What follows belongs to an exercise in optimizing a design on an open flow for small area and a short achievable clock period; a production flow would make more cautious choices.
Only simulation tests tie the RTL to the original design; equivalence was not proved.
The flow treats the clock pin as an ideal source, which a real chip does not have.
Power and IR drop assume default switching activity.

`design.v`:
```
module cpu_ks32 (
    input  [31:0] g,
    input  [31:0] p,
    input         cin,
    output [31:0] s
);
wire [31:0] G [0:5];
wire [31:0] P [0:5];
assign G[0] = g;
assign P[0] = p;
genvar l, i;
generate
    for (l = 0; l < 5; l++) begin : g_l
        localparam int D = 1 << l;
        for (i = 0; i < 32; i++) begin : g_i
            if (i >= D) begin : g_node
                if (l % 2 == 0) begin : g_inv
                    cpu_aoi21 ug (.a1(P[l][i]), .a2(G[l][i-D]), .b(G[l][i]), .y(G[l+1][i]));
                    if (i >= 2*D) begin : g_p
                        cpu_nand2 up (.a(P[l][i]), .b(P[l][i-D]), .y(P[l+1][i]));
                    end else begin : g_np
                        assign P[l+1][i] = 1'b1;
                    end
                end else begin : g_true
                    cpu_oai21 ug (.a1(P[l][i]), .a2(G[l][i-D]), .b(G[l][i]), .y(G[l+1][i]));
                    if (i >= 2*D) begin : g_p
                        cpu_nor2 up (.a(P[l][i]), .b(P[l][i-D]), .y(P[l+1][i]));
                    end else begin : g_np
                        assign P[l+1][i] = 1'b0;
                    end
                end
            end else begin : g_pass
                cpu_inv ug (.a(G[l][i]), .y(G[l+1][i]));
                assign P[l+1][i] = (l % 2 == 0) ? 1'b1 : 1'b0;
            end
        end
    end
endgenerate
cpu_xor2 us0 (.a(p[0]), .b(cin), .y(s[0]));
generate
    for (i = 1; i < 32; i++) begin : g_s
        cpu_xnor2 us (.a(p[i]), .b(G[5][i-1]), .y(s[i]));
    end
endgenerate
endmodule
module cpu_aoi222 (input a0, b0, a1, b1, a2, b2, output y);
assign y = ~((a0 & b0) | (a1 & b1) | (a2 & b2));
endmodule
module cpu_aoi22 (input a0, b0, a1, b1, output y);
assign y = ~((a0 & b0) | (a1 & b1));
endmodule
module cpu_aoi21 (input a1, a2, b, output y);
assign y = ~((a1 & a2) | b);
endmodule
module cpu_oai21 (input a1, a2, b, output y);
assign y = ~((a1 | a2) & b);
endmodule
module cpu_ao21_dup (input a1, a2, b, output y);
assign y = (a1 & a2) | b;
endmodule
module cpu_ao21 (input a1, a2, b, output y);
assign y = (a1 & a2) | b;
endmodule
module cpu_nand2 (input a, b, output y);
assign y = ~(a & b);
endmodule
module cpu_nand3 (input a, b, c, output y);
assign y = ~(a & b & c);
endmodule
module cpu_nand3_dup (input a, b, c, output y);
assign y = ~(a & b & c);
endmodule
module cpu_nand2_dup (input a, b, output y);
assign y = ~(a & b);
endmodule
module cpu_nand4 (input a, b, c, d, output y);
assign y = ~(a & b & c & d);
endmodule
module cpu_nand4_dup (input a, b, c, d, output y);
assign y = ~(a & b & c & d);
endmodule
module cpu_nor2 (input a, b, output y);
assign y = ~(a | b);
endmodule
module cpu_nor3 (input a, b, c, output y);
assign y = ~(a | b | c);
endmodule
module cpu_nor4 (input a, b, c, d, output y);
assign y = ~(a | b | c | d);
endmodule
module cpu_and2 (input a, b, output y);
assign y = a & b;
endmodule
module cpu_inv (input a, output y);
assign y = ~a;
endmodule
module cpu_xor2 (input a, b, output y);
assign y = a ^ b;
endmodule
module cpu_xnor2 (input a, b, output y);
assign y = ~(a ^ b);
endmodule
module cpu_mux2 (input d0, d1, s, output y);
assign y = s ? d1 : d0;
endmodule
module cpu_mux4 (input d0, d1, d2, d3, s0, s1, output y);
assign y = s1 ? (s0 ? d3 : d2) : (s0 ? d1 : d0);
endmodule
module cpu_hold (input we, nwe, d, q, output y);
assign y = (we & d) | (nwe & q);
endmodule
module cpu_rd32 #(
    parameter NRV = 16
) (
    input  [31:0] sel,
    input  [31:0] d,
    input  [15:0] rv,
    output        y,
    output        y2
);
wire [15:0] n;
wire [3:0]  o;
wire [1:0]  m;
wire        nx;
genvar k;
generate
    for (k = 0; k < 16; k++) begin : g_a
        cpu_aoi22 u (.a0(sel[2*k]), .b0(d[2*k]), .a1(sel[2*k+1]), .b1(d[2*k+1]), .y(n[k]));
    end
    for (k = 0; k < 4; k++) begin : g_o
        cpu_nand4 u (.a(n[4*k]), .b(n[4*k+1]), .c(n[4*k+2]), .d(n[4*k+3]), .y(o[k]));
    end
    for (k = 0; k < 2; k++) begin : g_m
        cpu_nor2 u (.a(o[2*k]), .b(o[2*k+1]), .y(m[k]));
    end
    if (NRV == 16) begin : g_rv
        wire [3:0] r1;
        wire [1:0] r2;
        for (k = 0; k < 4; k++) begin : g_r1
            cpu_nor4 u (.a(rv[4*k]), .b(rv[4*k+1]), .c(rv[4*k+2]), .d(rv[4*k+3]), .y(r1[k]));
        end
        for (k = 0; k < 2; k++) begin : g_r2
            cpu_nand2 u (.a(r1[2*k]), .b(r1[2*k+1]), .y(r2[k]));
        end
        cpu_nor2 u_nx (.a(r2[0]), .b(r2[1]), .y(nx));
        cpu_nand3     u_y  (.a(m[0]), .b(m[1]), .c(nx), .y(y));
        cpu_nand3_dup u_y2 (.a(m[0]), .b(m[1]), .c(nx), .y(y2));
    end else begin : g_norv
        cpu_nand2     u_y  (.a(m[0]), .b(m[1]), .y(y));
        cpu_nand2_dup u_y2 (.a(m[0]), .b(m[1]), .y(y2));
    end
endgenerate
endmodule
module cpu_rd64 #(
    parameter NRV = 32
) (
    input  [63:0] sel,
    input  [63:0] d,
    input  [31:0] rv,
    input         wx,
    input         nwx,
    output        y,
    output        y2
);
wire [31:0] n;
wire [7:0]  o;
wire [2:0]  m;
wire        tn;
genvar k;
generate
    for (k = 0; k < 32; k++) begin : g_a
        cpu_aoi22 u (.a0(sel[2*k]), .b0(d[2*k]), .a1(sel[2*k+1]), .b1(d[2*k+1]), .y(n[k]));
    end
    for (k = 0; k < 8; k++) begin : g_o
        cpu_nand4 u (.a(n[4*k]), .b(n[4*k+1]), .c(n[4*k+2]), .d(n[4*k+3]), .y(o[k]));
    end
    if (NRV == 32) begin : g_rv
        wire [7:0] r1;
        wire [1:0] r2;
        for (k = 0; k < 8; k++) begin : g_r1
            cpu_nor4 u (.a(rv[4*k]), .b(rv[4*k+1]), .c(rv[4*k+2]), .d(rv[4*k+3]), .y(r1[k]));
        end
        for (k = 0; k < 2; k++) begin : g_r2
            cpu_nand4 u (.a(r1[4*k]), .b(r1[4*k+1]), .c(r1[4*k+2]), .d(r1[4*k+3]), .y(r2[k]));
        end
        cpu_nor3 u_t (.a(r2[0]), .b(r2[1]), .c(wx), .y(tn));
    end else begin : g_norv
        assign tn = nwx;
    end
endgenerate
cpu_nor3 u_m0 (.a(o[0]), .b(o[1]), .c(o[2]), .y(m[0]));
cpu_nor3 u_m1 (.a(o[3]), .b(o[4]), .c(o[5]), .y(m[1]));
cpu_nor2 u_m2 (.a(o[6]), .b(o[7]), .y(m[2]));
cpu_nand4     u_y  (.a(m[0]), .b(m[1]), .c(m[2]), .d(tn), .y(y));
cpu_nand4_dup u_y2 (.a(m[0]), .b(m[1]), .c(m[2]), .d(tn), .y(y2));
endmodule
module CPU_Top #(
    parameter ADDR_WIDTH = 32,
    parameter DAT_WIDTH = 32
) (
    input   clk,
    input   rst_n,
    output  [ADDR_WIDTH - 1 : 0]    im_PC_o,
    output  [ADDR_WIDTH - 1 : 0]    im_next_PC_o,
    input   [ADDR_WIDTH - 1 : 0]    im_wdata_i,
    output  [4 : 0]                 rs1_o,
    output  [4 : 0]                 rs2_o,
    output  [4 : 0]                 rd_o,
    output  [ADDR_WIDTH - 1 : 0]    ALU_o,
    output  [ADDR_WIDTH - 1 : 0]    memory_data_o,
    output  [ADDR_WIDTH - 1 : 0]    store_data_o
);
genvar gi, gb;
wire [31:0] instr  = im_wdata_i;
wire [6:0]  opcode = instr[6:0];
wire [2:0]  f3     = instr[14:12];
wire [4:0]  rs1    = instr[19:15];
wire [4:0]  rs2    = instr[24:20];
wire [4:0]  rd     = instr[11:7];
assign rs1_o = rs1;
assign rs2_o = rs2;
assign rd_o  = rd;
wire op_r  = opcode == 7'b0110011;
wire op_i  = opcode == 7'b0010011;
wire op_ld = opcode == 7'b0000011;
wire op_st = opcode == 7'b0100011;
wire op_br = opcode == 7'b1100011;
wire op_j  = opcode == 7'b1101111;
wire alu_src   = op_i | op_ld | op_st;
wire reg_write = op_r | op_i | op_ld | op_j;
wire [31:0] imm_i = {{20{instr[31]}}, instr[31:20]};
logic [31:0] imm;
always_comb begin
    case (1'b1)
        op_i, op_ld: imm = imm_i;
        op_st:       imm = {{20{instr[31]}}, instr[31:25], instr[11:7]};
        op_br:       imm = {{19{instr[31]}}, instr[31], instr[7], instr[30:25], instr[11:8], 1'b0};
        op_j:        imm = {{12{instr[31]}}, instr[19:12], instr[20], instr[30:21], 1'b0};
        default:     imm = 32'b0;
    endcase
end
logic alu_add, alu_sub, alu_and, alu_or, alu_xor;
always_comb begin
    {alu_add, alu_sub, alu_and, alu_or, alu_xor} = 5'b0;
    if (op_br) begin
        alu_sub = 1'b1;
    end else if (op_r) begin
        case ({instr[30], f3})
            4'b0000: alu_add = 1'b1;
            4'b1000: alu_sub = 1'b1;
            4'b0111: alu_and = 1'b1;
            4'b0110: alu_or  = 1'b1;
            4'b0100: alu_xor = 1'b1;
            default: ;
        endcase
    end else begin
        case (f3)
            3'b000: alu_add = 1'b1;
            3'b111: alu_and = 1'b1;
            3'b110: alu_or  = 1'b1;
            3'b100: alu_xor = 1'b1;
            default: ;
        endcase
    end
end
wire alu_arith = alu_add | alu_sub;
logic [31:0] pc;
wire  [31:0] pc_plus4 = pc + 32'd4;
wire  [31:0] pc_imm   = pc + imm;
logic [31:0] rf   [0:31];
logic [31:0] rf_v;
wire  [31:0] rf_wdata;
wire [31:0] rf_sel1 = 32'b1 << rs1;
wire [31:0] rf_sel2 = 32'b1 << rs2;
wire [31:0] rf_we   = reg_write ? (32'b1 << rd) : 32'b0;
generate
    for (gi = 0; gi < 32; gi++) begin : g_rf
        wire        nwe = ~rf_we[gi];
        wire [31:0] nxt;
        for (gb = 0; gb < 32; gb++) begin : g_h
            cpu_hold u (.we(rf_we[gi]), .nwe(nwe), .d(rf_wdata[gb]), .q(rf[gi][gb]), .y(nxt[gb]));
        end
        always_ff @(posedge clk) rf[gi] <= nxt;
        always_ff @(posedge clk or negedge rst_n) begin
            if (!rst_n)         rf_v[gi] <= 1'b0;
            else if (rf_we[gi]) rf_v[gi] <= 1'b1;
        end
    end
endgenerate
wire [31:0] rf_dsel1 = rf_sel1 & rf_v;
wire [31:0] rf_dsel2 = rf_sel2 & rf_v;
wire [31:0] rf_rsel1 = rf_sel1 & ~rf_v;
wire [31:0] rf_rsel2 = rf_sel2 & ~rf_v;
wire [31:0] rdata1, rdata2, rdata2_w, rdata1_unused;
generate
    for (gb = 0; gb < 32; gb++) begin : g_rd
        wire [31:0] col;
        for (gi = 0; gi < 32; gi++) begin : g_c
            assign col[gi] = rf[gi][gb];
        end
        if (gb < 5) begin : g_lo
            wire [15:0] rv1, rv2;
            for (gi = 0; gi < 16; gi++) begin : g_r
                localparam int W = ((gi >> gb) << (gb + 1)) | (1 << gb) | (gi & ((1 << gb) - 1));
                assign rv1[gi] = rf_rsel1[W];
                assign rv2[gi] = rf_rsel2[W];
            end
            cpu_rd32 #(.NRV(16)) u1 (.sel(rf_dsel1), .d(col), .rv(rv1), .y(rdata1[gb]), .y2(rdata1_unused[gb]));
            cpu_rd32 #(.NRV(16)) u2 (.sel(rf_dsel2), .d(col), .rv(rv2), .y(rdata2[gb]), .y2(rdata2_w[gb]));
        end else begin : g_hi
            cpu_rd32 #(.NRV(0)) u1 (.sel(rf_dsel1), .d(col), .rv(16'b0), .y(rdata1[gb]), .y2(rdata1_unused[gb]));
            cpu_rd32 #(.NRV(0)) u2 (.sel(rf_dsel2), .d(col), .rv(16'b0), .y(rdata2[gb]), .y2(rdata2_w[gb]));
        end
    end
endgenerate
assign store_data_o = rdata2;
wire [31:0] in2 = alu_src ? imm : rdata2;
wire [31:0] alu_b, alu_g, alu_p, alu_sum;
generate
    for (gb = 0; gb < 32; gb++) begin : g_gp
        wire e1 = alu_src ? imm[gb] ^ alu_sub : ~alu_sub;
        wire e0 = alu_src ? imm[gb] ^ alu_sub : alu_sub;
        cpu_mux2 ub (.d0(e0), .d1(e1), .s(rdata2[gb]), .y(alu_b[gb]));
        cpu_xor2 up (.a(rdata1[gb]), .b(alu_b[gb]), .y(alu_p[gb]));
        if (gb == 0) begin : g_0
            assign alu_g[0] = (rdata1[0] & alu_b[0]) | (alu_p[0] & alu_sub);
        end else begin : g_n
            cpu_and2 ug (.a(rdata1[gb]), .b(alu_b[gb]), .y(alu_g[gb]));
        end
    end
endgenerate
cpu_ks32 u_add (.g(alu_g), .p(alu_p), .cin(alu_sub), .s(alu_sum));
wire [31:0] alu_lg = alu_and ? (rdata1 & in2) :
                     alu_or  ? (rdata1 | in2) :
                     alu_xor ? (rdata1 ^ in2) : 32'b0;
wire [31:0] alu_res;
generate
    for (gb = 0; gb < 32; gb++) begin : g_res
        cpu_ao21 u (.a1(alu_arith), .a2(alu_sum[gb]), .b(alu_lg[gb]), .y(alu_res[gb]));
    end
endgenerate
assign ALU_o = alu_res;
logic [31:0] dm   [0:63];
logic [63:0] dm_v;
wire  [63:0] dm_we = op_st ? (64'b1 << alu_res[5:0]) : 64'b0;
generate
    for (gi = 0; gi < 64; gi++) begin : g_dm
        wire        nwe = ~dm_we[gi];
        wire [31:0] nxt;
        for (gb = 0; gb < 32; gb++) begin : g_h
            cpu_hold u (.we(dm_we[gi]), .nwe(nwe), .d(rdata2_w[gb]), .q(dm[gi][gb]), .y(nxt[gb]));
        end
        always_ff @(posedge clk) dm[gi] <= nxt;
        always_ff @(posedge clk or negedge rst_n) begin
            if (!rst_n)         dm_v[gi] <= 1'b0;
            else if (dm_we[gi]) dm_v[gi] <= 1'b1;
        end
    end
endgenerate
wire [5:0] la = rdata1[5:0];
wire [5:0] lb = imm_i[5:0];
wire ld_add = f3 == 3'b000;
wire ld_or  = f3 == 3'b110;
wire ld_xor = f3 == 3'b100;
wire ld_and = f3 == 3'b111;
wire [5:0] s1 = ld_add ? ~lb : ld_or ? 6'h3f : ld_xor ? ~lb : ld_and ? lb : 6'h00;
wire [5:0] s0 = (ld_add | ld_or | ld_xor) ? lb : 6'h00;
wire [5:0] g1 = {6{ld_add}} & lb;
wire [5:0] p1 = {6{ld_add}};
wire [5:0] p0 = {6{ld_add}} & lb;
logic [3:0] lt_d [0:5][0:3];    
always_comb begin
    for (int i = 0; i < 6; i++)
        for (int k = 0; k < 4; k++)
            for (int x = 0; x < 2; x++)
                for (int y = 0; y < 2; y++) begin
                    logic sx, sy, gy, py, c;
                    sx = x ? s1[i] : s0[i];
                    if (i == 0) begin
                        c = 1'b0;
                    end else begin
                        sy = y ? s1[i-1] : s0[i-1];
                        gy = y ? g1[i-1] : 1'b0;
                        py = y ? p1[i-1] : p0[i-1];
                        c  = gy | (py & (sy ^ k[0]));
                    end
                    lt_d[i][k][{x[0], y[0]}] = ~(sx ^ k[1] ^ c);
                end
end
wire [3:0] lt [0:5];
generate
    for (gi = 0; gi < 6; gi++) begin : g_lt
        for (gb = 0; gb < 4; gb++) begin : g_k
            if (gi == 0) begin : g_0
                if (gb < 2) begin : g_u
                    cpu_mux2 u (.d0(lt_d[0][2*gb][0]), .d1(lt_d[0][2*gb][2]), .s(la[0]), .y(lt[0][2*gb]));
                end
            end else begin : g_n
                cpu_mux4 u (.d0(lt_d[gi][gb][0]), .d1(lt_d[gi][gb][1]), .d2(lt_d[gi][gb][2]),
                            .d3(lt_d[gi][gb][3]), .s0(la[gi-1]), .s1(la[gi]), .y(lt[gi][gb]));
            end
        end
    end
endgenerate
wire [63:0] vld  = dm_v & {64{op_ld}};
wire [63:0] nvld = ~dm_v & {64{op_ld}};
wire [63:0] dm_dsel, dm_rsel;
generate
    for (gi = 0; gi < 64; gi++) begin : g_sel
        wire a, b;
        cpu_nand4 ua (.a(lt[0][{gi[0], 1'b0}]), .b(lt[1][{gi[1], gi[0]}]),
                      .c(lt[2][{gi[2], gi[1]}]), .d(lt[3][{gi[3], gi[2]}]), .y(a));
        cpu_nand2 ub (.a(lt[4][{gi[4], gi[3]}]), .b(lt[5][{gi[5], gi[4]}]), .y(b));
        cpu_nor3  usd (.a(a), .b(b), .c(~vld[gi]), .y(dm_dsel[gi]));
        cpu_nor3  usr (.a(a), .b(b), .c(~nvld[gi]), .y(dm_rsel[gi]));
    end
endgenerate
wire        wb_a = ~op_ld & ~op_j & alu_arith;
wire [31:0] wb_b = op_ld ? 32'b0 : op_j ? pc_plus4 : alu_lg;
wire [31:0] wb_data;
generate
    for (gb = 0; gb < 32; gb++) begin : g_dmrd
        wire [63:0] col;
        for (gi = 0; gi < 64; gi++) begin : g_c
            assign col[gi] = dm[gi][gb];
        end
        wire wx, nwx;
        if (gb < 6) begin : g_wx
            cpu_ao21_dup ux (.a1(wb_a), .a2(alu_sum[gb]), .b(wb_b[gb]), .y(wx));
            assign nwx = 1'b1;
        end else begin : g_nwx
            cpu_aoi21 ux (.a1(wb_a), .a2(alu_sum[gb]), .b(wb_b[gb]), .y(nwx));
            assign wx = 1'b0;
        end
        if (gb < 6) begin : g_lo
            wire [31:0] rv;
            for (gi = 0; gi < 32; gi++) begin : g_r
                localparam int W = ((gi >> gb) << (gb + 1)) | (1 << gb) | (gi & ((1 << gb) - 1));
                assign rv[gi] = dm_rsel[W];
            end
            cpu_rd64 #(.NRV(32)) u (.sel(dm_dsel), .d(col), .rv(rv), .wx(wx), .nwx(nwx), .y(wb_data[gb]), .y2(rf_wdata[gb]));
        end else begin : g_hi
            cpu_rd64 #(.NRV(0)) u (.sel(dm_dsel), .d(col), .rv(32'b0), .wx(wx), .nwx(nwx), .y(wb_data[gb]), .y2(rf_wdata[gb]));
        end
    end
endgenerate
assign memory_data_o = wb_data;
wire [31:0] ne0;
wire [15:0] eq1;
wire [7:0]  ne2;
wire [3:0]  eq3;
wire [1:0]  ne4;
wire        eq;
generate
    for (gb = 0; gb < 32; gb++) begin : g_ne0
        cpu_xor2 u (.a(rdata1[gb]), .b(rdata2[gb]), .y(ne0[gb]));
    end
    for (gb = 0; gb < 16; gb++) begin : g_eq1
        cpu_nor2 u (.a(ne0[2*gb]), .b(ne0[2*gb+1]), .y(eq1[gb]));
    end
    for (gb = 0; gb < 8; gb++) begin : g_ne2
        cpu_nand2 u (.a(eq1[2*gb]), .b(eq1[2*gb+1]), .y(ne2[gb]));
    end
    for (gb = 0; gb < 4; gb++) begin : g_eq3
        cpu_nor2 u (.a(ne2[2*gb]), .b(ne2[2*gb+1]), .y(eq3[gb]));
    end
    for (gb = 0; gb < 2; gb++) begin : g_ne4
        cpu_nand2 u (.a(eq3[2*gb]), .b(eq3[2*gb+1]), .y(ne4[gb]));
    end
endgenerate
cpu_nor2 u_eq (.a(ne4[0]), .b(ne4[1]), .y(eq));
wire        tk1 = op_j | (op_br & f3 == 3'b000);
wire        tk0 = op_j | (op_br & f3 == 3'b001);
wire [31:0] npc1 = tk1 ? pc_imm : pc_plus4;
wire [31:0] npc0 = tk0 ? pc_imm : pc_plus4;
wire [31:0] next_pc;
generate
    for (gb = 0; gb < 32; gb++) begin : g_npc
        cpu_mux2 u (.d0(npc0[gb]), .d1(npc1[gb]), .s(eq), .y(next_pc[gb]));
    end
endgenerate
always_ff @(posedge clk or negedge rst_n) begin
    if (!rst_n) pc <= 32'hFFFF_FFFC;
    else        pc <= next_pc;
end
assign im_PC_o      = pc;
assign im_next_PC_o = next_pc;
endmodule
```
`flow/run.sh`:
```
#!/bin/bash
# Layout flow: the standard synthesis unchanged, then the ORFS stages
# with these changes:
# - combinational cells set to their smallest size before floorplanning
#   (flow/downsize.tcl); repair_design and the sizing below grow them back
#   where timing needs it;
# - a lighter clock tree (no dummy loads, larger sink clusters);
# - ORFS's setup repair left at its default margin, and instead a greedy
#   sizing of the worst paths (flow/gsize.tcl) after CTS (flow/post_cts.tcl);
#   after global routing, ORFS's repair aims at 6.8 ns of setup slack.
# Each stage's output goes to its own log file here; ORFS's own logs stay
# under orfs/logs.
set -euo pipefail
export FLOW_FLOW_DIR=$PWD/flow
export FLOW_GS_ITER=${FLOW_GS_ITER:-800}
bash standard.sh synth > log_1_synth.txt 2>&1
EXTRA=(
  MATCH_CELL_FOOTPRINT=0
  "PRE_FLOORPLAN_TCL=$PWD/flow/downsize.tcl"
  "POST_CTS_TCL=$PWD/flow/post_cts.tcl"
  "BUFFER_PORTS_ARGS=-buffer_cell sky130_fd_sc_hd__buf_4"
  "CTS_ARGS=-sink_clustering_enable -repair_clock_nets -dont_use_dummy_load -sink_clustering_size 25 -sink_clustering_max_diameter 100"
)
STAGES=${FLOW_STAGES:-floorplan place cts route finish}
n=2
for s in $STAGES; do
  STAGE_EXTRA=()
  # after global routing, ORFS's own setup repair aims at this slack
  if [ "$s" = route ]; then STAGE_EXTRA=(SETUP_SLACK_MARGIN=6.8); fi
  bash standard.sh "${EXTRA[@]}" "${STAGE_EXTRA[@]}" $s > log_${n}_$s.txt 2>&1
  n=$((n+1))
done
```
`flow/downsize.tcl`:
```
# Hook run before floorplanning (PRE_FLOORPLAN_TCL): set every combinational
# cell to the smallest-area variant of its function (the strongest one among
# equal areas). Synthesis sizes cells without knowing their real loads;
# repair_design and repair_timing upsize the ones that need it later.
set n_changed 0
set area_before 0.0
set area_after 0.0
set variants [dict create]
foreach lc [get_lib_cells sky130_fd_sc_hd__*] {
  set name [get_name $lc]
  if {![regexp {^sky130_fd_sc_hd__([a-z0-9]+)_([0-9]+)$} $name -> base size]} { continue }
  if {[regexp {^(df|edf|sdf|sed|dl|clk|conb|tap|fill|decap|probe|lpflow|diode|einv|ebuf|bufbuf|bufinv|dly|lp)} $base]} { continue }
  if {[get_property $lc dont_use]} { continue }
  dict lappend variants $base [list $size [get_property $lc area] $name]
}
foreach inst [get_cells *] {
  set m [get_property $inst ref_name]
  if {![regexp {^sky130_fd_sc_hd__([a-z0-9]+)_([0-9]+)$} $m -> base size]} { continue }
  if {![dict exists $variants $base]} { continue }
  set best ""
  set best_area 1e9
  set best_size -1
  foreach v [dict get $variants $base] {
    lassign $v vs va vn
    if {$va < $best_area - 1e-6 || ($va < $best_area + 1e-6 && $vs > $best_size)} {
      set best $vn; set best_area $va; set best_size $vs
    }
  }
  set cur_area [get_property [get_lib_cells $m] area]
  set area_before [expr {$area_before + $cur_area}]
  if {$best ne "" && $best ne $m && $best_area <= $cur_area + 1e-6} {
    replace_cell $inst $best
    incr n_changed
    set area_after [expr {$area_after + $best_area}]
  } else {
    set area_after [expr {$area_after + $cur_area}]
  }
}
puts "downsize: replaced $n_changed cells, combinational area $area_before -> $area_after"
```
`flow/gsize.tcl`:
```
# Greedy path sizing. Rounds over the endpoints whose slack is within a
# window of the worst one, worst first: for each, resize the one cell on its
# worst path that most improves that endpoint's slack without lowering the
# design's worst slack. Only changes a cell's size within its function.
# replace_cell drops the estimated parasitics of the nets on the cell's pins,
# so they are estimated again after every change.

if {![info exists ::gs_est_mode]} { set ::gs_est_mode -placement }

proc gs_variants {} {
  set vars [dict create]
  foreach lc [get_lib_cells sky130_fd_sc_hd__*] {
    set name [get_name $lc]
    if {![regexp {^sky130_fd_sc_hd__([a-z0-9]+)_([0-9]+)$} $name -> base size]} { continue }
    if {[regexp {^(df|edf|sdf|sed|dl|clk|conb|tap|fill|decap|probe|lpflow|diode|dly)} $base]} { continue }
    if {[get_property $lc dont_use]} { continue }
    dict lappend vars $base [list $size [get_property $lc area] $name]
  }
  return $vars
}

proc gs_est {n} {
  if {[catch {est::estimate_parasitic_net $n} err]} {
    estimate_parasitics $::gs_est_mode
  }
}

proc gs_replace {inst cell} {
  replace_cell $inst $cell
  foreach p [get_pins -of_objects $inst] {
    set n [get_nets -quiet -of_objects $p]
    if {$n ne {}} { gs_est $n }
  }
}

proc gs_area {} {
  set a 0
  foreach i [[ord::get_db_block] getInsts] {
    set m [$i getMaster]
    if {[$m getType] == "CORE"} { set a [expr {$a + [$m getWidth] * [$m getHeight] / 1e6}] }
  }
  return $a
}

proc gs_ep_slack {ep} {
  return [get_property [lindex [find_timing_paths -to $ep -path_delay max] 0] slack]
}

# Try to improve the worst path to endpoint ep by one resize; returns the gain.
proc gs_improve {vars ep} {
  set wns [sta::worst_slack -max]
  set path [lindex [find_timing_paths -to $ep -path_delay max] 0]
  set ep_slack [get_property $path slack]
  set insts {}
  foreach pt [get_property $path points] {
    set pin [get_property $pt pin]
    if {[get_property $pin direction] ne "output"} { continue }
    set inst [get_cells -quiet -of_objects $pin]
    if {$inst ne ""} { lappend insts [get_full_name $inst] }
  }
  set best_inst ""; set best_cell ""; set best_gain 0.0
  foreach iname $insts {
    set inst [get_cells $iname]
    set m [get_property $inst ref_name]
    if {![regexp {^sky130_fd_sc_hd__([a-z0-9]+)_([0-9]+)$} $m -> base size]} { continue }
    if {![dict exists $vars $base]} { continue }
    set cur_area [get_property [get_lib_cells $m] area]
    foreach v [dict get $vars $base] {
      lassign $v vs va vn
      if {$vn eq $m} { continue }
      if {$va <= $cur_area + 1e-6 && $vs <= $size} { continue }
      gs_replace $inst $vn
      set gain [expr {[gs_ep_slack $ep] - $ep_slack}]
      set w [sta::worst_slack -max]
      if {$w >= $wns - 1e-4 && $gain > $best_gain + 1e-3} {
        set best_gain $gain; set best_inst $iname; set best_cell $vn
      }
      gs_replace $inst $m
    }
  }
  if {$best_inst ne ""} {
    set inst [get_cells $best_inst]
    set old [get_property $inst ref_name]
    gs_replace $inst $best_cell
    # a larger cell loads its drivers more: keep no move that breaks a
    # max-slew or max-capacitance limit
    if {[sta::max_slew_violation_count] > $::gs_slew_viol || [sta::max_capacitance_violation_count] > $::gs_cap_viol} {
      gs_replace $inst $old
      return 0.0
    }
  }
  return $best_gain
}

proc gs_run {max_rounds max_area_frac window budget {npaths 400}} {
  set t0 [clock seconds]
  set vars [gs_variants]
  set a0 [gs_area]
  set moves 0
  set ::gs_slew_viol [sta::max_slew_violation_count]
  set ::gs_cap_viol [sta::max_capacitance_violation_count]
  for {set r 0} {$r < $max_rounds} {incr r} {
    set wns [sta::worst_slack -max]
    set eps {}
    foreach p [find_timing_paths -path_delay max -group_path_count $npaths -endpoint_path_count 1 -sort_by_slack] {
      set s [get_property $p slack]
      if {$s <= $wns + $window + 1e-6} { lappend eps [list $s [get_property $p endpoint]] }
    }
    set eps [lsort -real -index 0 $eps]
    set moved 0
    foreach e $eps {
      set ep [lindex $e 1]
      # several moves on the same endpoint while they keep helping
      for {set k 0} {$k < 8} {incr k} {
        set g [gs_improve $vars $ep]
        if {$g <= 0.0} { break }
        incr moved; incr moves
      }
      if {[clock seconds] - $t0 > $budget} { break }
      if {[gs_area] > $a0 * (1.0 + $max_area_frac)} { break }
    }
    puts "gsize: round $r: [llength $eps] endpoints, $moved moves, wns [format %.3f [sta::worst_slack -max]] area [format %.0f [gs_area]] time [expr {[clock seconds] - $t0}]"
    if {$moved == 0} { break }
    if {[clock seconds] - $t0 > $budget} { puts "gsize: time budget used"; break }
    if {[gs_area] > $a0 * (1.0 + $max_area_frac)} { puts "gsize: area limit"; break }
  }
  puts "gsize: done, $moves moves, wns [sta::worst_slack -max] area [gs_area]"
}

# Area recovery: set cells whose output has ample slack back to the smallest
# variant of their function, keeping the worst slack, a slack margin on the
# cell itself and the slew and capacitance limits.
proc gs_recover {margin budget} {
  set t0 [clock seconds]
  set vars [gs_variants]
  set wns [sta::worst_slack -max]
  set sv [sta::max_slew_violation_count]
  set cv [sta::max_capacitance_violation_count]
  set a0 [gs_area]
  set cands {}
  foreach inst [get_cells *] {
    set m [get_property $inst ref_name]
    if {![regexp {^sky130_fd_sc_hd__([a-z0-9]+)_([0-9]+)$} $m -> base size]} { continue }
    if {![dict exists $vars $base]} { continue }
    set cur_area [get_property [get_lib_cells $m] area]
    set best ""; set best_area $cur_area
    foreach v [dict get $vars $base] {
      lassign $v vs va vn
      if {$va < $best_area - 1e-6} { set best $vn; set best_area $va }
    }
    if {$best eq ""} { continue }
    set smin 1e9
    foreach p [get_pins -of_objects $inst -filter "direction==output"] {
      set s [get_property $p slack_max]
      if {$s < $smin} { set smin $s }
    }
    if {$smin > $wns + 2.0 * $margin} { lappend cands [list $smin [get_full_name $inst] $best] }
  }
  set cands [lsort -real -decreasing -index 0 $cands]
  set n 0
  foreach c $cands {
    if {[clock seconds] - $t0 > $budget} { break }
    lassign $c s0 iname best
    set inst [get_cells $iname]
    set m [get_property $inst ref_name]
    gs_replace $inst $best
    set ok 1
    if {[sta::worst_slack -max] < $wns - 1e-4} { set ok 0 }
    if {$ok} {
      foreach p [get_pins -of_objects $inst -filter "direction==output"] {
        if {[get_property $p slack_max] < $wns + $margin} { set ok 0 }
      }
    }
    if {$ok && ([sta::max_slew_violation_count] > $sv || [sta::max_capacitance_violation_count] > $cv)} { set ok 0 }
    if {$ok} { incr n } else { gs_replace $inst $m }
  }
  puts "gs_recover: [llength $cands] candidates, $n downsized, area [format %.0f $a0] -> [format %.0f [gs_area]], wns [sta::worst_slack -max]"
}
```
`flow/post_cts.tcl`:
```
# Hook after CTS (POST_CTS_TCL): greedy sizing of the worst setup paths
# (flow/gsize.tcl) on placement parasitics, repair of the slew and
# capacitance limits the larger cells may have broken, a recovery of area
# on cells with ample slack (gs_recover), then re-legalize.
source $::env(FLOW_FLOW_DIR)/gsize.tcl
set ::gs_est_mode -placement
set_propagated_clock [all_clocks]
estimate_parasitics -placement
puts "post_cts: worst slack before sizing [sta::worst_slack -max]"
gs_run 300 0.10 0.0 1200
estimate_parasitics $::gs_est_mode
repair_design_helper
gs_recover 0.5 600
detailed_placement
check_placement -verbose
estimate_parasitics -placement
puts "post_cts: worst slack after sizing [sta::worst_slack -max]"
```
`standard.sh`:
```
#!/bin/bash
# synth_recipe.tcl (not shown) runs the flow's synth.tcl, then flattens the netlist and writes it again
# the make line also repeats each setting of config.mk as NAME=value (left out here)
make -C /OpenROAD-flow-scripts/flow DESIGN_CONFIG=/design/flow/config.mk WORK_HOME=/design/flow/orfs CLKGATE_MAP_FILE= SYNTH_SCRIPT=/design/flow/synth_recipe.tcl "${@:-finish}"
```
`config.mk`:
```
export PLATFORM = sky130hd
export DESIGN_NAME = CPU_Top
export DESIGN_NICKNAME = CPU_Top
export VERILOG_FILES = /design/flow/design.v
export SDC_FILE = /design/flow/constraint.sdc
export NUM_CORES = 8
export LEC_CHECK = 0
export ABC_CLOCK_PERIOD_IN_PS = 3000
export CAP_MARGIN = 20
export CORE_MARGIN = 2
export CORE_UTILIZATION = 65
export PLACE_DENSITY = 0.72
export SLEW_MARGIN = 20
export SYNTH_HIERARCHICAL = 1
export SYNTH_MINIMUM_KEEP_SIZE = 0
```
`constraint.sdc`:
```
create_clock -name core_clock -period 20.0 [get_ports {clk}]
set_input_delay 4.0000 -clock core_clock [delete_from_list [all_inputs] [get_ports {clk}]]
set_output_delay 4.0000 -clock core_clock [all_outputs]
set_load 0.01 [all_outputs]
```
==> summary.txt, run 1 <==
Power and ir drop
  • Leak: 53.7 nW
  • VDD IR-drop max: 0.100 mV
  • PwrDens: 75.3 nW/um2

CTS
  • Clock Sinks: 3,200
  • Reg clk slew, reported paths: 50 ps
  • CTS tree: yes
  • Later-pin clock latency in the skew report: 890 ps

STA
  • Worst-Margin Slew: 1380 ps
  • Fin. Hold Viols: 0
  • Final clock period utilization by the worst path: 0.670
  • Unrepaired setup endpoints after global routing: true
  • Final Critical Period: 13,400 ps
  • Worst rel slew slack: 0.0735
  • Setup Viol. Count Final: 0
  • Worst Clk Skew: 97.0 ps
  • Fin worst setup slack: 6600 ps
  • Final Max Tran Viols: 0
  • F_max: 74.6 MHz
  • Fin Setup TNS: 0 ps

Synth
  • Post-Syn Area: 128,000 um2
  • Yosys warnings: 14
  • Syn Area/Cell: 10.6 um2
  • Gate Count Post-Synth: 12,019
  • Syn_nets: 12,153

Placement
  • HPWL Detailed: 350,000 um
  • GPL Wtd Cong: 1.08
  • I/O Buffers: 208
  • Pre-CTS setup slack: 5340 ps

Drt
  • Routed WL: 577,000 um
  • DR pass1 iterations: 15
  • Drt drc: 0
  • Vias per inst: 8.26
  • Wire length per cell: 37.8 um
  • Antenna-violating nets left: 0
  • First DRT Iteration DRCs: 23,327
  • Via count: 125,773

Floorplanning
  • Io pins: 209
  • Die Height: 448 um
  • Die area: 200,000 um2
  • Initial Utilization: 0.655
  • Die X: 448 um
  • Core Rows: 162
  • Core Footprint: 195,000 um2

Worst setup path
  • Crit path top cell by count: nand2_1
  • Setup crit end kind: primary output
  • Startpoint Class: input port
  • WS Path Type: input port to primary output
  • CP Cell Sequence: buf_12 -> and2_4 -> and3_1 -> buf_4 -> a22oi_1 -> nand4_1 -> nor2_1 -> nand2_1 -> xor2_1 -> nand2_1 -> nor2_1 -> nand2_1 -> o21ai_1 -> a21oi_1 -> xnor2_1 -> a21oi_2 -> nand4_4 -> buf_6
  • Worst-path fanout max: 32
  • Top Family by Delay on Critical Path: simple AND/OR/NAND/NOR gates
  • Arrival @ worst endpoint: 9400 ps
  • CP required: 16,000 ps
  • Slowest cell on the critical path: nor2_1
  • Worst stage delay on the critical path: 860 ps
  • Buffers & Inverters on Critical Path: 3

Cells and area
  • Layout area overhead: 11.0%
  • Layout cell share with drive strength beyond 1: 0.106
  • Most frequent cells in the layout: a22o_1 (3,096), dfxtp_1 (3,072), a22oi_1 (2,072), nand2_1 (644), nand4_1 (582)
  • Final nets: 12,732
  • Fillers: 14,089
  • Commonest non-fill, non-tap cell in the layout: a22o_1

Global route
  • Vias in the first global route: 118,593
  • Initial antenna violation count: 24
  • First-pass GRT wire length: 821,000 um
  • Largest net degree at the start of global routing: 77
  • GRT Overall Usage: 0.552
  • Grt ovf: 0

Worst hold path
  • Hold Crit Class: flip-flop to flip-flop

Flow run
  • Max-cap viol count: 0

Outcome
  • Status: finished clean
[final timing paths]
check	start	endpoint	depth (start not counted)	slack [ps]
worst min register to register	dm[36][20]	dm[36][20]	1	470
max in group asynchronous	rst_n	dm_v[40]	2	15300
worst min-delay path	dm[36][20]	dm[36][20]	1	470
worst max-delay path	im_wdata_i[16]	memory_data_o[19]	18	6600
min in group asynchronous	rst_n	rf_v[13]	1	3290
worst max register to register	rf_v[16]	dm[6][26]	24	11960
[worst register-to-register path, delay by kind of cell, from the launching register on]
| kind | cells | cell delay, ps |
|---|---|---|
| xor+xnor | 2 | 370 |
| flops | 1 | 470 |
| mux | 1 | 410 |
| simple gates | 7 | 2580 |
| buf+inv | 9 | 2350 |
| compound gates | 5 | 1810 |
[routing by layer]
| metal | up-vias | routed length (um) | track usage |
|---|---|---|---|
| li1 | 50224 | - | - |
| met1 | 60102 | 186000 | 0.639 |
| met2 | 12039 | 226000 | 0.758 |
| met3 | 3392 | 96800 | 0.245 |
| met4 | 16 | 67500 | 0.506 |
| met5 | - | 240 | 0.00904 |
[report_power, final]
group          switching [mW]  leakage, nW  internal, mW
clock network            2.02         1.84          1.34
logic                   0.590         25.5         0.242
registers              0.0710         26.4          6.42
total                    2.68         53.7          8.00
[final cells by class]
class | instances | area (um2) | area share
sequential | 3200 | 64700 | 0.456
tap | 2624 | 3280 | 0.0231
clock buffer | 149 | 3730 | 0.0263
inverter | 226 | 861 | 0.00607
multi-input combinational | 8458 | 64500 | 0.454
timing repair buffer | 563 | 4790 | 0.0338
antenna | 14 | 35.0 | 0.000247
[metrics by stage]
stage                     std cells  total power [mW]  hold WS [ps]  instance area (um2)   util
after global placement        15051              7.37           452               135000  0.694
final                         15234              10.7           474               142000  0.727
after global routing          15223              10.9           478               142000  0.727
after detailed placement      15063              7.39           453               136000  0.695
after floorplan               12019              7.01           435               128000      -
[flip-flops by register name, indices dropped and copies added, names as in the netlist]
register  cells
dm         2048
rf_v         32
pc           32
dm_v         64
rf         1024
==> run 2: changes to the inputs <==
--- a/flow/run.sh
+++ b/flow/run.sh
@@ -7,7 +7,7 @@
 # - a lighter clock tree (no dummy loads, larger sink clusters);
 # - ORFS's setup repair left at its default margin, and instead a greedy
 #   sizing of the worst paths (flow/gsize.tcl) after CTS (flow/post_cts.tcl);
-#   after global routing, ORFS's repair aims at 6.8 ns of setup slack.
+#   after global routing, ORFS's repair aims at 7.3 ns of setup slack.
 # Each stage's output goes to its own log file here; ORFS's own logs stay
 # under orfs/logs.
 set -euo pipefail
@@ -26,7 +26,7 @@
 for s in $STAGES; do
   STAGE_EXTRA=()
   # after global routing, ORFS's own setup repair aims at this slack
-  if [ "$s" = route ]; then STAGE_EXTRA=(SETUP_SLACK_MARGIN=6.8); fi
+  if [ "$s" = route ]; then STAGE_EXTRA=(SETUP_SLACK_MARGIN=7.3); fi
   bash standard.sh "${EXTRA[@]}" "${STAGE_EXTRA[@]}" $s > log_${n}_$s.txt 2>&1
   n=$((n+1))
 done
==> run 2 against run 1 <==
  * Design area increased by 1.4%
  * Clock-buffer cell count unchanged
  * Sequential share of layout area decreased by 0.61 points
  * Via count increased by 0.54%
  * Clock power about the same
  * Die area unchanged
==> summary.txt, run 2 <==
Global route
  • Largest net degree at the start of global routing: 77 (unchanged)
  • Grt ovf: 0 (unchanged)
  • Vias in the first global route: 118,593 (unchanged)
  • First-pass GRT wire length: 821,000 um (unchanged)
  • Initial antenna violation count: 22 (was 24)
  • GRT Overall Usage: 0.552 (unchanged)

Worst setup path
  • WS Path Type: input port to primary output (unchanged)
  • CP required: 16,000 ps (about the same)
  • R2R setup slack: 12,380 ps (was 11,960 ps)
  • Setup crit end kind: primary output (unchanged)
  • Worst R2R Start: rf_v[23] (was rf_v[16])
  • Slowest cell on the critical path: mux4_2 (was nor2_1)
  • Worst-path fanout max: 32 (unchanged)
  • Top Family by Delay on Critical Path: simple AND/OR/NAND/NOR gates (unchanged)
  • Worst stage delay on the critical path: 650 ps (was 860 ps)
  • R2r worst-path depth: 23 (was 24)
  • CP Cell Sequence: buf_12 -> and2_4 -> and3_1 -> clkbuf_8 -> a22oi_1 -> nand4_1 -> nor2_1 -> nand3_2 -> buf_12 -> mux4_2 -> nand2_1 -> nor3_2 -> buf_4 -> a22oi_1 -> nand4_1 -> nor3_4 -> buf_12 -> nand4_4 -> buf_4 (was buf_12 -> and2_4 -> and3_1 -> buf_4 -> a22oi_1 -> nand4_1 -> nor2_1 -> nand2_1 -> xor2_1 -> nand2_1 -> nor2_1 -> nand2_1 -> o21ai_1 -> a21oi_1 -> xnor2_1 -> a21oi_2 -> nand4_4 -> buf_6)
  • Buffers & Inverters on Critical Path: 6 (was 3)
  • Crit path top cell by count: buf_12 (was nand2_1)
  • Worst reg2reg endpoint: dm[6][18] (was dm[6][26])
  • Arrival @ worst endpoint: 9100 ps (was 9400 ps)
  • Startpoint Class: input port (unchanged)

Cells and area
  • Layout cell share with drive strength beyond 1: 0.120 (was 0.106)
  • Fillers: 13,871 (was 14,089)
  • Biggest regs: dm: 2048 flops, rf: 1024 flops, dm_v: 64 flops (unchanged)
  • Final instance area: 144,000 um2 (was 142,000 um2)
  • Final nets: 12,810 (was 12,732)
  • Non-filler cells, final: 15,308 (was 15,234)
  • Layout area overhead: 12.5% (was 11.0%)
  • Largest register FFs: 2,048 (unchanged)
  • Top reg by flops: dm (unchanged)
  • Commonest non-fill, non-tap cell in the layout: a22o_1 (unchanged)
  • Most frequent cells in the layout: a22o_1 (3,096), dfxtp_1 (3,072), a22oi_1 (2,067), nand2_1 (635), nand4_1 (582) (was a22o_1 (3,096), dfxtp_1 (3,072), a22oi_1 (2,072), nand2_1 (644), nand4_1 (582))

Synth
  • Syn_nets: 12,153 (unchanged)
  • Yosys warnings: 14 (unchanged)
  • Gate Count Post-Synth: 12,019 (unchanged)
  • Syn Area/Cell: 10.6 um2 (unchanged)
  • Post-Syn Area: 128,000 um2 (unchanged)

Floorplanning
  • Die X: 448 um (unchanged)
  • Core Footprint: 195,000 um2 (unchanged)
  • Die Height: 448 um (unchanged)
  • Initial Utilization: 0.655 (unchanged)
  • Io pins: 209 (unchanged)
  • Die area: 200,000 um2 (unchanged)
  • Core Rows: 162 (unchanged)

Drt
  • Wire length per cell: 38.0 um (was 37.8 um)
  • DR pass1 iterations: 14 (was 15)
  • Drt drc: 0 (unchanged)
  • Routed WL: 582,000 um (was 577,000 um)
  • Vias per inst: 8.26 (about the same)
  • Via count: 126,446 (was 125,773)
  • First DRT Iteration DRCs: 24,356 (was 23,327)
  • Antenna-violating nets left: 0 (unchanged)

Placement
  • Cell total after placement: 15,063 (unchanged)
  • Cell Area, Placed: 136,000 um2 (unchanged)
  • GPL Wtd Cong: 1.08 (unchanged)
  • HPWL Detailed: 350,000 um (unchanged)
  • I/O Buffers: 208 (unchanged)

STA
  • F_max: 76.3 MHz (was 74.6 MHz)
  • Worst rel slew slack: 0.191 (was 0.0735)
  • Setup Viol. Count Final: 0 (unchanged)
  • Final Critical Period: 13,100 ps (was 13,400 ps)
  • Unrepaired setup endpoints after global routing: true (unchanged)
  • Final Max Tran Viols: 0 (unchanged)
  • Worst-Margin Slew: 1210 ps (was 1380 ps)
  • Worst Clk Skew: 97.9 ps (was 97.0 ps)
  • Final clock period utilization by the worst path: 0.655 (was 0.670)
  • Fin Setup TNS: 0 ps (unchanged)
  • Fin. Hold Viols: 0 (unchanged)

Flow run
  • Max-cap viol count: 0 (unchanged)

Power and ir drop
  • VDD IR-drop max: 0.105 mV (was 0.100 mV)
  • Final Power: 10.7 mW (about the same)
  • Leak: 54.5 nW (was 53.7 nW)
  • PwrDens: 74.6 nW/um2 (was 75.3 nW/um2)

Outcome
  • Status: finished clean (unchanged)

CTS
  • Later-pin clock latency in the skew report: 890 ps (about the same)
  • Clock Sinks: 3,200 (unchanged)
  • Reg clk slew, reported paths: 50 ps (about the same)
  • CTS tree: yes (unchanged)

Worst hold path
  • Hold Crit Class: flip-flop to flip-flop (unchanged)
  • Hold_sp: dm[36][20] (unchanged)
  • Worst hold endpoint: dm[36][20] (unchanged)
  • Hold path depth: 1 (unchanged)
## run 2: metrics by stage
stage               hold WS, ps  setup slack, ps   util
floorplan                   435             6740      -
global route                478             7020  0.737
detailed placement          453             5340  0.695
finish                      472             6900  0.737
global placement            452             4730  0.694
## run 2: area by class of cell
cell class / count / area [um2] / area share
multi-input combinational: 8468 / 65400 / 0.454
antenna: 10 / 25.0 / 0.000174
sequential: 3200 / 64700 / 0.450
clock buffer: 149 / 3730 / 0.0259
tap: 2624 / 3280 / 0.0228
timing repair buffer: 631 / 5840 / 0.0406
inverter: 226 / 861 / 0.00598
## run 2: report_power, final
| part | switching (mW) | total, mW | internal [mW] |
|---|---|---|---|
| Sequential | 0.0717 | 6.50 | 6.42 |
| Clock | 2.02 | 3.36 | 1.34 |
| Combinational | 0.608 | 0.877 | 0.269 |
## run 2: how the worst max path moves through the flow
stage	endpoint	slack, ps	startpoint	cells past startpoint
floorplan	memory_data_o[0]	6740	im_wdata_i[18]	14
global placement	memory_data_o[18]	4730	im_wdata_i[16]	17
detailed placement	memory_data_o[2]	5340	im_wdata_i[16]	18
global route	memory_data_o[2]	7020	im_wdata_i[16]	20
finish	memory_data_o[2]	6900	im_wdata_i[16]	19
## run 2: routing by layer
layer / GRT usage / up-vias / part of all wire
li1: - / 50437 / -
met3: 0.245 / 3480 / 0.17
met4: 0.506 / 20 / 0.12
met1: 0.639 / 60422 / 0.32
met2: 0.758 / 12087 / 0.39
met5: 0.00904 / - / 0.00050
## run 2: worst reg2reg max path, stage by stage (launching register included)
cell and delay, ps:
dfrtp_1 480, and3_1 190, buf_4 300, a22oi_1 290, nand4_1 290, nor2_2 370
nand3_2 260, mux2_2 360, xor2_1 350, nand2_1 160, o21ai_1 230, a21oi_2 100
inv_2 80, inv_2 40, xnor2_1 150, a21o_1 290, nor2_1 130, and2_1 120
buf_1 870, nand2_2 810, buf_1 490, buf_6 260, inv_2 640, a22o_1 320
==> run 3: changes to the inputs <==
--- a/flow/run.sh
+++ b/flow/run.sh
@@ -7,7 +7,7 @@
 # - a lighter clock tree (no dummy loads, larger sink clusters);
 # - ORFS's setup repair left at its default margin, and instead a greedy
 #   sizing of the worst paths (flow/gsize.tcl) after CTS (flow/post_cts.tcl);
-#   after global routing, ORFS's repair aims at 7.3 ns of setup slack.
+#   after global routing, ORFS's repair aims at 7.05 ns of setup slack.
 # Each stage's output goes to its own log file here; ORFS's own logs stay
 # under orfs/logs.
 set -euo pipefail
@@ -26,7 +26,7 @@
 for s in $STAGES; do
   STAGE_EXTRA=()
   # after global routing, ORFS's own setup repair aims at this slack
-  if [ "$s" = route ]; then STAGE_EXTRA=(SETUP_SLACK_MARGIN=7.3); fi
+  if [ "$s" = route ]; then STAGE_EXTRA=(SETUP_SLACK_MARGIN=7.05); fi
   bash standard.sh "${EXTRA[@]}" "${STAGE_EXTRA[@]}" $s > log_${n}_$s.txt 2>&1
   n=$((n+1))
 done
==> run 3 against run 2 <==
  * Still clean on timing, DRC and antenna
  * Clock power about the same
  * Area after synthesis stayed put
  * Setup slack got worse by 83 ps
  * First-iteration DRC count is 2.1% lower
  * Utilization decreased by 0.75 points
  * Die area unchanged
  * Critical endpoint is now memory_data_o[12]
==> summary.txt, run 3 <==
Floorplanning
  • Die X: 448 um (unchanged)
  • Die area: 200,000 um2 (unchanged)
  • Initial Utilization: 0.655 (unchanged)
  • Io pins: 209 (unchanged)
  • Die Height: 448 um (unchanged)
  • Core Footprint: 195,000 um2 (unchanged)
  • Core Rows: 162 (unchanged)

Synth
  • Syn Area/Cell: 10.6 um2 (unchanged)
  • Yosys warnings: 14 (unchanged)
  • Syn_nets: 12,153 (unchanged)
  • Gate Count Post-Synth: 12,019 (unchanged)
  • Post-Syn Area: 128,000 um2 (unchanged)

STA
  • Fin Setup TNS: 0 ps (unchanged)
  • Fin. Hold Viols: 0 (unchanged)
  • Setup Viol. Count Final: 0 (unchanged)
  • Final Max Tran Viols: 0 (unchanged)
  • Final clock period utilization by the worst path: 0.659 (was 0.655)
  • F_max: 75.8 MHz (was 76.3 MHz)
  • Worst rel slew slack: 0.176 (was 0.191)
  • Worst-Margin Slew: 1240 ps (was 1210 ps)
  • Final Critical Period: 13,190 ps (was 13,100 ps)
  • Worst Clk Skew: 103 ps (was 97.9 ps)
  • Unrepaired setup endpoints after global routing: true (unchanged)

Global route
  • Grt ovf: 0 (unchanged)
  • Largest net degree at the start of global routing: 77 (unchanged)
  • GRT Overall Usage: 0.552 (unchanged)
  • Vias in the first global route: 118,593 (unchanged)
  • First-pass GRT wire length: 821,000 um (unchanged)
  • Initial antenna violation count: 22 (unchanged)

CTS
  • Later-pin clock latency in the skew report: 890 ps (about the same)
  • Reg clk slew, reported paths: 50 ps (about the same)
  • Clock Sinks: 3,200 (unchanged)
  • CTS tree: yes (unchanged)

Cells and area
  • Non-filler cells, final: 15,248 (was 15,308)
  • Final core utilization: 0.729 (was 0.737)
  • Layout area overhead: 11.4% (was 12.5%)
  • Commonest non-fill, non-tap cell in the layout: a22o_1 (unchanged)
  • Biggest regs: dm: 2048 flops, rf: 1024 flops, dm_v: 64 flops (unchanged)
  • Largest register FFs: 2,048 (unchanged)
  • Most frequent cells in the layout: a22o_1 (3,096), dfxtp_1 (3,072), a22oi_1 (2,072), nand2_1 (641), nand4_1 (582) (was a22o_1 (3,096), dfxtp_1 (3,072), a22oi_1 (2,067), nand2_1 (635), nand4_1 (582))
  • Final nets: 12,747 (was 12,810)
  • Top reg by flops: dm (unchanged)
  • Layout cell share with drive strength beyond 1: 0.110 (was 0.120)

Worst hold path
  • Hold_sp: dm[36][20] (unchanged)
  • Hold Crit Class: flip-flop to flip-flop (unchanged)

Drt
  • Routed WL: 577,000 um (was 582,000 um)
  • Via count: 125,867 (was 126,446)
  • Drt drc: 0 (unchanged)
  • Vias per inst: 8.25 (was 8.26)
  • Antenna-violating nets left: 0 (unchanged)
  • Wire length per cell: 37.8 um (was 38.0 um)
  • DR pass1 iterations: 14 (unchanged)
  • First DRT Iteration DRCs: 23,841 (was 24,356)

Worst setup path
  • CP Cell Sequence: buf_12 -> nor2b_4 -> buf_12 -> and3_1 -> buf_4 -> a22oi_1 -> nand4_1 -> nor2_2 -> nand3_4 -> mux4_2 -> nand4_1 -> nor3_2 -> buf_4 -> a22oi_1 -> nand4_1 -> nor3_4 -> buf_4 -> nand4_4 -> buf_6 (was buf_12 -> and2_4 -> and3_1 -> clkbuf_8 -> a22oi_1 -> nand4_1 -> nor2_1 -> nand3_2 -> buf_12 -> mux4_2 -> nand2_1 -> nor3_2 -> buf_4 -> a22oi_1 -> nand4_1 -> nor3_4 -> buf_12 -> nand4_4 -> buf_4)
  • Slowest cell on the critical path: mux4_2 (unchanged)
  • Worst stage delay on the critical path: 790 ps (was 650 ps)
  • Worst R2R Start: rf_v[23] (unchanged)
  • Setup crit end kind: primary output (unchanged)
  • Arrival @ worst endpoint: 9190 ps (was 9100 ps)
  • Worst-path fanout max: 32 (unchanged)
  • Critical Path Start: im_wdata_i[16] (unchanged)
  • Startpoint Class: input port (unchanged)
  • Buffers & Inverters on Critical Path: 6 (unchanged)
  • WS Path Type: input port to primary output (unchanged)
  • CP required: 16,000 ps (about the same)
  • Top Family by Delay on Critical Path: simple AND/OR/NAND/NOR gates (unchanged)

Power and ir drop
  • Final Power: 10.7 mW (about the same)
  • Leak: 53.9 nW (was 54.5 nW)
  • VDD IR-drop max: 0.100 mV (was 0.105 mV)
  • PwrDens: 75.1 nW/um2 (was 74.6 nW/um2)

Outcome
  • Status: finished clean (unchanged)

Placement
  • GPL Wtd Cong: 1.08 (unchanged)
  • HPWL Detailed: 350,000 um (unchanged)
  • Cell total after placement: 15,063 (unchanged)
  • I/O Buffers: 208 (unchanged)

Flow run
  • Max-cap viol count: 0 (unchanged)
## run 3: cell types whose count changed in the layout (fill, tap and decap cells not counted), moves of 6 or more
| cell | change |
|---|---|
| nor2_4 | -24 |
| nor2_1 | +22 |
| buf_12 | -20 |
| buf_6 | -18 |
| xor2_1 | +17 |
| xor2_2 | -17 |
| buf_4 | -10 |
| a21oi_1 | +9 |
| a21oi_2 | -8 |
| nand2_1 | +6 |
## run 3: layout make-up
class	instances	area, um2
antenna	13	32.5
multi-input combinational	8459	64700
timing repair buffer	577	5080
sequential	3200	64700
inverter	226	861
tap	2624	3280
clock buffer	149	3730
fill	14042	52800
## run 3: path summary, 6_finish.rpt
kind | end | depth (start not counted) | slack (ps)
setup / recovery | memory_data_o[12] | 19 | 6810
hold / removal | dm[36][20] | 1 | 470
setup reg to reg | dm[6][18] | 23 | 11940
hold reg to reg | dm[36][20] | 1 | 470
max in group asynchronous | dm_v[40] | 2 | 15280
min in group asynchronous | rf_v[13] | 1 | 3280
## run 3: per-stage QoR
step / hold WS (ps) / instance area [um2] / setup slack (ps)
floorplan: 435 / 128000 / 6740
detailed placement: 453 / 136000 / 5340
global placement: 452 / 135000 / 4730
global route: 478 / 142000 / 6920
finish: 470 / 142000 / 6810
## run 3: worst register-to-register path, cell delays in order (launching register included)
cell and delay [ps]:
dfrtp_1 480, and3_1 190, buf_4 290, a22oi_1 300, nand4_1 180, nor2_1 670, nand3_1 420, mux2_2 400
and2_1 160, a21oi_1 190, o21ai_1 130, a21oi_1 400, inv_2 90, inv_2 90, xnor2_1 110, a21o_1 300
nor2_1 130, and2_1 120, buf_1 890, nand2_2 810, buf_1 480, buf_6 260, inv_2 630, a22o_1 310
## run 3: report_power, final
| group | total, mW | internal [mW] | switching [mW] |
|---|---|---|---|
| sequential | 6.49 | 6.42 | 0.0703 |
| combinational | 0.843 | 0.249 | 0.594 |
| clock | 3.36 | 1.34 | 2.02 |
| total | 10.7 | 8.01 | 2.69 |
## run 3: routing by layer
| metal | up-vias | share of wire | global-route usage |
|---|---|---|---|
| met2 | 12043 | 0.39 | 0.758 |
| met5 | - | 0.00058 | 0.00904 |
| met1 | 60112 | 0.32 | 0.639 |
| li1 | 50284 | - | - |
| met4 | 22 | 0.12 | 0.506 |
| met3 | 3406 | 0.17 | 0.245 |
==> run 4: changes to the inputs <==
--- a/flow/run.sh
+++ b/flow/run.sh
@@ -7,7 +7,7 @@
 # - a lighter clock tree (no dummy loads, larger sink clusters);
 # - ORFS's setup repair left at its default margin, and instead a greedy
 #   sizing of the worst paths (flow/gsize.tcl) after CTS (flow/post_cts.tcl);
-#   after global routing, ORFS's repair aims at 7.05 ns of setup slack.
+#   after global routing, ORFS's repair aims at 7.6 ns of setup slack.
 # Each stage's output goes to its own log file here; ORFS's own logs stay
 # under orfs/logs.
 set -euo pipefail
@@ -26,7 +26,7 @@
 for s in $STAGES; do
   STAGE_EXTRA=()
   # after global routing, ORFS's own setup repair aims at this slack
-  if [ "$s" = route ]; then STAGE_EXTRA=(SETUP_SLACK_MARGIN=7.05); fi
+  if [ "$s" = route ]; then STAGE_EXTRA=(SETUP_SLACK_MARGIN=7.6); fi
   bash standard.sh "${EXTRA[@]}" "${STAGE_EXTRA[@]}" $s > log_${n}_$s.txt 2>&1
   n=$((n+1))
 done
==> run 4 against run 3 <==
  * Power grew 0.92%
  * Setup slack gained 360 ps
  * Clock skew grew 0.86 ps
  * Sequential power is essentially flat
  * Fmax grew 2.8%
  * Hold slack gained 7.3 ps
==> summary.txt, run 4 <==
Outcome
  • Status: finished clean (unchanged)

Worst setup path
  • Arrival @ worst endpoint: 8830 ps (was 9190 ps)
  • Top Family by Delay on Critical Path: simple AND/OR/NAND/NOR gates (unchanged)
  • Slowest cell on the critical path: nor2_2 (was mux4_2)
  • Buffers & Inverters on Critical Path: 5 (was 6)
  • Worst stage delay on the critical path: 780 ps (was 790 ps)
  • Startpoint Class: input port (unchanged)
  • Worst R2R Start: rf_v[22] (was rf_v[23])
  • WS Path Type: input port to primary output (unchanged)
  • CP Cell Sequence: buf_12 -> nor2b_4 -> buf_12 -> and3_1 -> buf_12 -> a22oi_1 -> nand4_1 -> nor2_2 -> nand2_1 -> xor2_4 -> nand2_1 -> nor2_2 -> nand2_1 -> o21ai_2 -> inv_2 -> xnor2_1 -> a21oi_4 -> nand4_4 -> buf_6 (was buf_12 -> nor2b_4 -> buf_12 -> and3_1 -> buf_4 -> a22oi_1 -> nand4_1 -> nor2_2 -> nand3_4 -> mux4_2 -> nand4_1 -> nor3_2 -> buf_4 -> a22oi_1 -> nand4_1 -> nor3_4 -> buf_4 -> nand4_4 -> buf_6)
  • Setup crit end kind: primary output (unchanged)
  • Critical Path Start: im_wdata_i[16] (unchanged)
  • Worst-path fanout max: 32 (unchanged)
  • CP required: 16,000 ps (about the same)

STA
  • Final Max Tran Viols: 0 (unchanged)
  • Min Hold Slack: 477 ps (was 470 ps)
  • Fin worst setup slack: 7170 ps (was 6810 ps)
  • Setup Viol. Count Final: 0 (unchanged)
  • Final Critical Period: 12,830 ps (was 13,190 ps)
  • Fin. Hold Viols: 0 (unchanged)
  • Unrepaired setup endpoints after global routing: true (unchanged)
  • Worst Clk Skew: 104 ps (was 103 ps)
  • Worst rel slew slack: 0.150 (was 0.176)
  • Final clock period utilization by the worst path: 0.641 (was 0.659)
  • Worst-Margin Slew: 1270 ps (was 1240 ps)
  • Fin Setup TNS: 0 ps (unchanged)
  • F_max: 77.9 MHz (was 75.8 MHz)

Global route
  • First-pass GRT wire length: 821,000 um (unchanged)
  • Largest net degree at the start of global routing: 77 (unchanged)
  • GRT Overall Usage: 0.552 (unchanged)
  • GR Util met3: 0.245 (unchanged)
  • Met2 usage: 0.758 (unchanged)
  • Grt ovf: 0 (unchanged)
  • GR Layer Usage met1: 0.639 (unchanged)
  • Initial antenna violation count: 24 (was 22)
  • Global route hottest layer: met2 (unchanged)
  • Vias in the first global route: 118,593 (unchanged)

Drt
  • Vias per inst: 8.33 (was 8.25)
  • Drt drc: 0 (unchanged)
  • Wire length per cell: 38.6 um (was 37.8 um)
  • Via count: 128,780 (was 125,867)
  • First DRT Iteration DRCs: 25,992 (was 23,841)
  • Antenna-violating nets left: 0 (unchanged)
  • DR pass1 iterations: 14 (unchanged)
  • Routed WL: 597,000 um (was 577,000 um)

Synth
  • Post-Syn Area: 128,000 um2 (unchanged)
  • Gate Count Post-Synth: 12,019 (unchanged)
  • Syn_nets: 12,153 (unchanged)
  • Yosys warnings: 14 (unchanged)
  • Syn Area/Cell: 10.6 um2 (unchanged)

CTS
  • CTS tree: yes (unchanged)
  • Later-pin clock latency in the skew report: 910 ps (was 890 ps)
  • Clock Sinks: 3,200 (unchanged)
  • Reg clk slew, reported paths: 90 ps (was 50 ps)

Power and ir drop
  • VDD IR-drop max: 0.110 mV (was 0.100 mV)
  • Final Power: 10.8 mW (was 10.7 mW)
  • Leak: 56.0 nW (was 53.9 nW)
  • PwrDens: 73.0 nW/um2 (was 75.1 nW/um2)

Floorplanning
  • Die X: 448 um (unchanged)
  • Core Footprint: 195,000 um2 (unchanged)
  • Die area: 200,000 um2 (unchanged)
  • Core Rows: 162 (unchanged)
  • Io pins: 209 (unchanged)
  • Initial Utilization: 0.655 (unchanged)
  • Die Height: 448 um (unchanged)

Cells and area
  • Commonest non-fill, non-tap cell in the layout: a22o_1 (unchanged)
  • Final core utilization: 0.757 (was 0.729)
  • Most frequent cells in the layout: a22o_1 (3,095), dfxtp_1 (3,072), a22oi_1 (2,010), nand2_1 (606), nand4_1 (582) (was a22o_1 (3,096), dfxtp_1 (3,072), a22oi_1 (2,072), nand2_1 (641), nand4_1 (582))
  • Final nets: 12,948 (was 12,747)
  • Top reg by flops: dm (unchanged)
  • Largest register FFs: 2,048 (unchanged)
  • Layout cell share with drive strength beyond 1: 0.147 (was 0.110)
  • Layout area overhead: 15.6% (was 11.4%)
  • Biggest regs: dm: 2048 flops, rf: 1024 flops, dm_v: 64 flops (unchanged)

Placement
  • HPWL Detailed: 350,000 um (unchanged)
  • Pre-CTS setup slack: 5340 ps (unchanged)
  • GPL Wtd Cong: 1.08 (unchanged)
  • I/O Buffers: 208 (unchanged)

Worst hold path
  • Hold Crit Class: flip-flop to flip-flop (unchanged)
  • Hold_sp: dm[5][5] (was dm[36][20])

Flow run
  • Max-cap viol count: 0 (unchanged)
run 4: per-stage QoR:
stage,instances,cell area (um2)
3_5_place_dp,15063,136000
3_3_place_gp,15051,135000
5_1_grt,15441,148000
6_report,15456,148000
2_1_floorplan,12019,128000
run 4: path summary, 6_finish.rpt:
path	end	cells past startpoint	slack [ps]
max in group asynchronous	dm_v[42]	2	15280
min in group asynchronous	pc[0]	1	3280
hold / removal	dm[5][5]	1	480
setup / recovery	memory_data_o[15]	19	7170
hold reg to reg	dm[5][5]	1	480
setup reg to reg	dm[6][26]	23	12360
run 4: layer usage:
| metal | up-vias | wire length (um) |
|---|---|---|
| met3 | 3717 | 103000 |
| met2 | 12972 | 232000 |
| li1 | 50721 | - |
| met1 | 61346 | 190000 |
| met5 | - | 672 |
| met4 | 24 | 71000 |
run 4: power breakdown:
group / internal [mW] / switching [mW] / leakage (nW)
sequential: 6.42 / 0.0729 / 26.4
combinational: 0.297 / 0.635 / 27.7
clock: 1.34 / 2.03 / 1.84
total: 8.06 / 2.74 / 56.0
run 4: final cells by class:
cell class / count / area [um2]
Timing Repair Buffer: 764 / 8170
Inverter: 226 / 861
Fill cell: 13284 / 47400
Clock buffer: 149 / 3730
Antenna cell: 20 / 50.0
Tap cell: 2624 / 3280
Multi-Input combinational cell: 8473 / 67000
Sequential cell: 3200 / 64700

==> re-timing with driven ports <==
How much do the figures lean on ideal ports? The routed layouts below were timed once more, with nothing changed but the port constraints.
Step 1 sets driving cells, clkbuf_16 on the clock port and buf_2 on the other inputs (assumed; they add their load-dependent delay and slew).
Step 2 moves the port delays by t, midway between the first and last clock arrival at a register: inputs arrive t later, outputs are due t later. That takes back most of the time a late clock gives input paths.
a / b / c = no drivers / after step 1 / after step 2; a / b = the first two.
run	shift t [ns]	slack for setup (ns)	worst setup path after step 2	latest minus earliest clock arrival (ns)	worst data-port slew with drivers (ns)
run 1	0.952	6.602 / 6.556 / 6.556	input to output	0.103 / 0.103	0.18
run 2	0.953	6.898 / 6.850 / 6.850	input to output	0.099 / 0.099	0.19
run 3	0.952	6.814 / 6.768 / 6.768	input to output	0.107 / 0.107	0.18
run 4	0.968	7.171 / 7.124 / 7.124	input to output	0.104 / 0.104	0.36
After both steps setup and hold are still met in every run listed. For run 2, which loses most, drivers alone change the setup slack by -0.048 ns; drivers and shift together by -0.048 ns.
